Source: an optimization exercise on an open RTL-to-GDS flow (aim: small area). Production flows keep margins and buffers that such runs may drop.
In this exercise RTL edits were held to simulation tests only and were not proved equivalent to the original.
Power is estimated from default activity; no workload was simulated.

==> flow/design.v <==
`timescale 1ns / 1ps
module pingpong_fft_controller (
    input  wire        clk,
    input  wire        rst,
    input  wire [31:0] fft_data_in,
    input  wire        fft_data_valid,
    output wire [14:0] bram_addra,
    output wire [31:0] bram_dina,
    output wire        bram_wea,
    output wire        bram_ena,
    input  wire [31:0] bram_douta,
    output wire [14:0] bram_addrb,
    output wire [31:0] bram_dinb,
    output wire        bram_web,
    output wire        bram_enb,
    input  wire [31:0] bram_doutb,
    output reg  [31:0] fft_doppler_input,
    output wire        fft_doppler_valid,
    output wire        fft_doppler_last
);
    reg        started;    
    reg        act;        
    reg        wr;         
    reg        rp;         
    reg [14:0] wlast;      
    reg [14:0] rlast;      
    reg [31:0] din;
    wire swapped   = wr & (&wlast);         
    wire active    = act | swapped;         
    wire rbuf      = rp ^ swapped;          
    wire row_wrap  = &rlast[14:7];
    always @(posedge clk or posedge rst) begin
        if (rst) begin
            started <= 1'b0;
            act     <= 1'b0;
            wr      <= 1'b0;
            rp      <= 1'b1;
            wlast   <= 15'h7fff;
            rlast   <= 15'h7fff;
        end else begin
            started <= started | fft_data_valid;
            act     <= active;
            wr      <= started & fft_data_valid;
            rp      <= rbuf;
            if (started & fft_data_valid)
                wlast <= wlast + 15'd1;
            if (active) begin
                rlast[14:7] <= rlast[14:7] + 8'd1;
                if (row_wrap)
                    rlast[6:0] <= rlast[6:0] + 7'd1;
                else if (swapped)
                    rlast[6:0] <= 7'd0;
            end
        end
    end
    always @(posedge clk) begin
        din               <= fft_data_in;
        fft_doppler_input <= rbuf ? bram_doutb : bram_douta;
    end
    assign bram_addra = rp ? wlast : rlast;
    assign bram_addrb = rp ? rlast : wlast;
    assign bram_dina  = din;
    assign bram_dinb  = din;
    assign bram_wea   = rp;
    assign bram_web   = ~rp;
    assign bram_ena   = (act & ~rp) | (wr & rp);
    assign bram_enb   = (act & rp) | (wr & ~rp);
    assign fft_doppler_valid = ~(&rlast);
    assign fft_doppler_last  = row_wrap;
endmodule
Settings: LEC_CHECK=0, CAP_MARGIN=20, CORE_MARGIN=2, CORE_UTILIZATION=40, SLEW_MARGIN=20; clock period 5.0 ns.
run.sh (not shown) runs the stock make flow with config.mk's settings and CLKGATE_MAP_FILE= SYNTH_SCRIPT=/design/flow/synth_recipe.tcl, a recipe that flattens the netlist after the stock synthesis.
==> next run, changes <==
--- a/flow/design.v
+++ b/flow/design.v
@@ -22,34 +22,34 @@
     reg        act;        
     reg        wr;         
     reg        rp;         
-    reg [14:0] wlast;      
-    reg [14:0] rlast;      
+    reg [14:0] wn;         
+    reg [14:0] rn;         
     reg [31:0] din;
-    wire swapped   = wr & (&wlast);         
+    wire swapped   = wr & ~(|wn);           
     wire active    = act | swapped;         
     wire rbuf      = rp ^ swapped;          
-    wire row_wrap  = &rlast[14:7];
+    wire row_wrap  = ~(|rn[14:7]);
     always @(posedge clk or posedge rst) begin
         if (rst) begin
             started <= 1'b0;
             act     <= 1'b0;
             wr      <= 1'b0;
             rp      <= 1'b1;
-            wlast   <= 15'h7fff;
-            rlast   <= 15'h7fff;
+            wn      <= 15'd0;
+            rn      <= 15'd0;
         end else begin
             started <= started | fft_data_valid;
             act     <= active;
             wr      <= started & fft_data_valid;
             rp      <= rbuf;
             if (started & fft_data_valid)
-                wlast <= wlast + 15'd1;
+                wn <= wn - 15'd1;
             if (active) begin
-                rlast[14:7] <= rlast[14:7] + 8'd1;
+                rn[14:7] <= rn[14:7] - 8'd1;
                 if (row_wrap)
-                    rlast[6:0] <= rlast[6:0] + 7'd1;
+                    rn[6:0] <= rn[6:0] - 7'd1;
                 else if (swapped)
-                    rlast[6:0] <= 7'd0;
+                    rn[6:0] <= 7'h7f;
             end
         end
     end
@@ -57,14 +57,14 @@
         din               <= fft_data_in;
         fft_doppler_input <= rbuf ? bram_doutb : bram_douta;
     end
-    assign bram_addra = rp ? wlast : rlast;
-    assign bram_addrb = rp ? rlast : wlast;
+    assign bram_addra = ~(rp ? wn : rn);
+    assign bram_addrb = ~(rp ? rn : wn);
     assign bram_dina  = din;
     assign bram_dinb  = din;
     assign bram_wea   = rp;
     assign bram_web   = ~rp;
     assign bram_ena   = (act & ~rp) | (wr & rp);
     assign bram_enb   = (act & rp) | (wr & ~rp);
-    assign fft_doppler_valid = ~(&rlast);
+    assign fft_doppler_valid = |rn;
     assign fft_doppler_last  = row_wrap;
 endmodule
Result: Critical path depth decreases by 2. Flip-flop and latch count is unchanged. Clock-buffer cell count does not change. Fmax increases by 2.2%. Die area increases by 0.77%. Setup slack improves by 78 ps. Via count decreases by 0.68%. Design area increases by 0.82%. Clock power increases by 6.4%. Hold slack improves by 19 ps. Sequential share of layout area decreases by 0.86 points.

---

Setup of old:
Another version of the RTL of pingpong_fft_controller (not shown whole).
Size in the first run: about 320 cells after synthesis, ~100 flip-flops.
==> module pingpong_fft_controller, before the edit <==
module pingpong_fft_controller (
    input  wire        clk,
    input  wire        rst,
    input  wire [31:0] fft_data_in,
    input  wire        fft_data_valid,
    output wire [14:0] bram_addra,
    output wire [31:0] bram_dina,
    output wire        bram_wea,
    output wire        bram_ena,
    input  wire [31:0] bram_douta,
    output wire [14:0] bram_addrb,
    output wire [31:0] bram_dinb,
    output wire        bram_web,
    output wire        bram_enb,
    input  wire [31:0] bram_doutb,
    output reg  [31:0] fft_doppler_input,
    output wire        fft_doppler_valid,
    output wire        fft_doppler_last
);
    reg        started;    
    reg        act;        
    reg        wr;         
    reg        sw;         
    reg        nx_a;       
    reg        nx_b;       
    reg        rd_a;       
    reg        rd_b;       
    reg [14:0] wn;         
    reg [14:0] rn;         
    reg [31:0] din;
    wire write     = started & fft_data_valid;       
    wire swap      = write & (wn == 15'd1);          
    wire row_wrap  = ~(|rn[14:7]);
    always @(posedge clk or posedge rst) begin
        if (rst) begin
            started <= 1'b0;
            act     <= 1'b0;
            wr      <= 1'b0;
            sw      <= 1'b0;
            nx_a    <= 1'b0;
            nx_b    <= 1'b1;
        end else begin
            started <= started | fft_data_valid;
            act     <= act | sw;
            wr      <= write;
            sw      <= swap;
            if (swap) begin
                nx_a <= nx_b;
                nx_b <= nx_a;
            end
        end
    end
    always @(posedge clk) begin
        rd_a <= nx_a;
        rd_b <= nx_b;
    end
    always @(posedge clk) begin
        if (!started)
            wn <= 15'd0;
        else if (write)
            wn <= wn - 15'd1;
    end
    always @(posedge clk) begin
        if (!act) begin
            rn <= 15'h7fff;
        end else begin
            rn[14:7] <= rn[14:7] - 8'd1;
            if (row_wrap)
                rn[6:0] <= rn[6:0] - 7'd1;
            else if (sw)
                rn[6:0] <= 7'h7f;
        end
    end
    always @(posedge clk) begin
        din               <= fft_data_in;
        fft_doppler_input <= ({32{nx_a}} & bram_douta) | ({32{nx_b}} & bram_doutb);
    end
    assign bram_addra = ~(({15{rd_b}} & wn) | ({15{rd_a}} & rn));
    assign bram_addrb = ~(({15{rd_a}} & wn) | ({15{rd_b}} & rn));
    assign bram_dina  = din;
    assign bram_dinb  = din;
    assign bram_wea   = rd_b;
    assign bram_web   = rd_a;
    assign bram_ena   = (act & rd_a) | (wr & rd_b);
    assign bram_enb   = (act & rd_b) | (wr & rd_a);
    assign fft_doppler_valid = act & (|rn);
    assign fft_doppler_last  = row_wrap;
endmodule
==> flow/config.mk <==
export PLATFORM = sky130hd
export DESIGN_NAME = pingpong_fft_controller
export DESIGN_NICKNAME = pingpong_fft_controller
export VERILOG_FILES = /design/flow/design.v
export SDC_FILE = /design/flow/constraint.sdc
export NUM_CORES = 4
export LEC_CHECK = 0
export CAP_MARGIN = 20
export CORE_MARGIN = 2
export CORE_UTILIZATION = 65
export SLEW_MARGIN = 20
==> flow/constraint.sdc <==
create_clock -name core_clock -period 5.0 [get_ports {clk}]
set_input_delay 1.0000 -clock core_clock [delete_from_list [all_inputs] [get_ports {clk}]]
set_output_delay 1.0000 -clock core_clock [all_outputs]
set_load 0.01 [all_outputs]
standard.sh (not shown) runs the stock make flow with config.mk's settings and CLKGATE_MAP_FILE= SYNTH_SCRIPT=/design/flow/synth_recipe.tcl, a recipe that flattens the netlist after the stock synthesis.
==> flow/flow/run.sh <==
#!/bin/bash
# Own layout flow: the standard ORFS flow (standard.sh), with these changes:
#  - synthesis maps logic with an area-oriented ABC script (flow/abc_area.script)
#    instead of ORFS's speed script; everything else in synthesis is the standard flow's own
#    script (synth_recipe.tcl), so the registers are the standard ones;
#  - the port buffers that global placement inserts are sky130_fd_sc_hd__buf_1;
#  - after repair_design, cells on paths with slack to spare are downsized;
#  - CTS inserts no dummy loads.
# Each step's full output goes to a log file in this folder (and ORFS's own logs
# under orfs/logs).
set -euo pipefail
here=$(pwd)
{
  echo 'proc abc {args} {'
  echo '  set i [lsearch -exact $args -script]'
  echo "  if {\$i >= 0} { lset args [expr {\$i + 1}] {$here/flow/abc_area.script} }"
  echo '  yosys abc {*}$args'
  echo '}'
  cat "$here/synth_recipe.tcl"
} > "$here/own_synth.tcl"
export BUFFER_PORTS_ARGS="-buffer_cell sky130_fd_sc_hd__buf_1"
export POST_RESIZE_TCL="$here/flow/post_resize.tcl"
export CTS_ARGS="-sink_clustering_enable -repair_clock_nets -dont_use_dummy_load"
bash standard.sh SYNTH_SCRIPT="$here/own_synth.tcl" synth > "$here/synth.log" 2>&1
bash standard.sh SYNTH_SCRIPT="$here/own_synth.tcl" finish > "$here/layout.log" 2>&1
==> flow/flow/abc_area.script <==
strash
dc2
balance
rewrite
refactor
balance
rewrite
rewrite -z
balance
refactor -z
rewrite -z
balance
&get -n
&dch -f
&nf -R 1000
&put
topo
dnsize -c
==> flow/flow/post_resize.tcl <==
# Downsize cells that have timing slack to spare.
log_cmd repair_timing -setup -recover_power 100 -match_cell_footprint
Setup changes, old to new
diff --git a/flow/design.v b/flow/design.v
--- a/flow/design.v
+++ b/flow/design.v
@@ -16,40 +16,38 @@
     input  wire [31:0] bram_doutb,
     output reg  [31:0] fft_doppler_input,
     output wire        fft_doppler_valid,
     output wire        fft_doppler_last
 );
-    reg        started;    
     reg        act;        
     reg        wr;         
-    reg        sw;         
     reg        nx_a;       
     reg        nx_b;       
     reg        rd_a;       
     reg        rd_b;       
     reg [14:0] wn;         
     reg [14:0] rn;         
     reg [31:0] din;
+    wire started   = nx_a | nx_b;                    
     wire write     = started & fft_data_valid;       
     wire swap      = write & (wn == 15'd1);          
+    wire sw        = wr & (wn == 15'd0);             
     wire row_wrap  = ~(|rn[14:7]);
     always @(posedge clk or posedge rst) begin
         if (rst) begin
-            started <= 1'b0;
             act     <= 1'b0;
             wr      <= 1'b0;
-            sw      <= 1'b0;
             nx_a    <= 1'b0;
-            nx_b    <= 1'b1;
+            nx_b    <= 1'b0;
         end else begin
-            started <= started | fft_data_valid;
             act     <= act | sw;
             wr      <= write;
-            sw      <= swap;
             if (swap) begin
                 nx_a <= nx_b;
                 nx_b <= nx_a;
+            end else if (!started && fft_data_valid) begin
+                nx_b <= 1'b1;
             end
         end
     end
     always @(posedge clk) begin
         rd_a <= nx_a;
Results
Via count: new and old compared, lower one is old
Summary: with old as the reference, cell area after synthesis in new moved down slightly.
In new relative to old, net count after synthesis had gone up slightly.
Changes observed in new relative to old: multi-input logic cell count rose 4.4%; detailed-router iteration count before antenna repair rose 2.
Between old and new, the flow reports placed standard-cell area decreasing slightly.

-- static timing again, ports no longer ideal --
In the flow no input, the clock included, has a driving cell. The finished layouts below were timed again as built, in two steps.
Step 1, drivers: a clkbuf_16 drives clk and a buf_2 each remaining input, both assumed.
Step 2 adds t to the input delays and takes it off the output delays; t is the mean of the earliest and latest rising clock arrival at the registers after step 1. Input paths then give back, and output paths get back, about the clock's delay inside the block.
Three values: no drivers, after step 1, after step 2; two values: the first two.
| run | shift t [ns] | setup WS [ns] | hold WS [ns] | worst data-port slew with drivers (ns) |
|---|---|---|---|---|
| the first run of note 1 | 0.392 | 1.417 / 1.383 / 1.742 | 0.498 / 0.498 / 0.498 | 0.08 |
| the second run of note 1 | 0.387 | 1.495 / 1.463 / 1.849 | 0.517 / 0.517 / 0.517 | 0.08 |
| old | 0.356 | 2.093 / 2.070 / 2.211 | 0.439 / 0.439 / 0.439 | 0.07 |
| new | 0.377 | 2.089 / 2.059 / 1.723 | 0.452 / 0.452 / 0.452 | 0.06 |
After both steps every run listed still meets setup and hold. For new, which loses most, drivers alone change the setup slack by -0.030 ns; drivers and shift together by -0.366 ns.
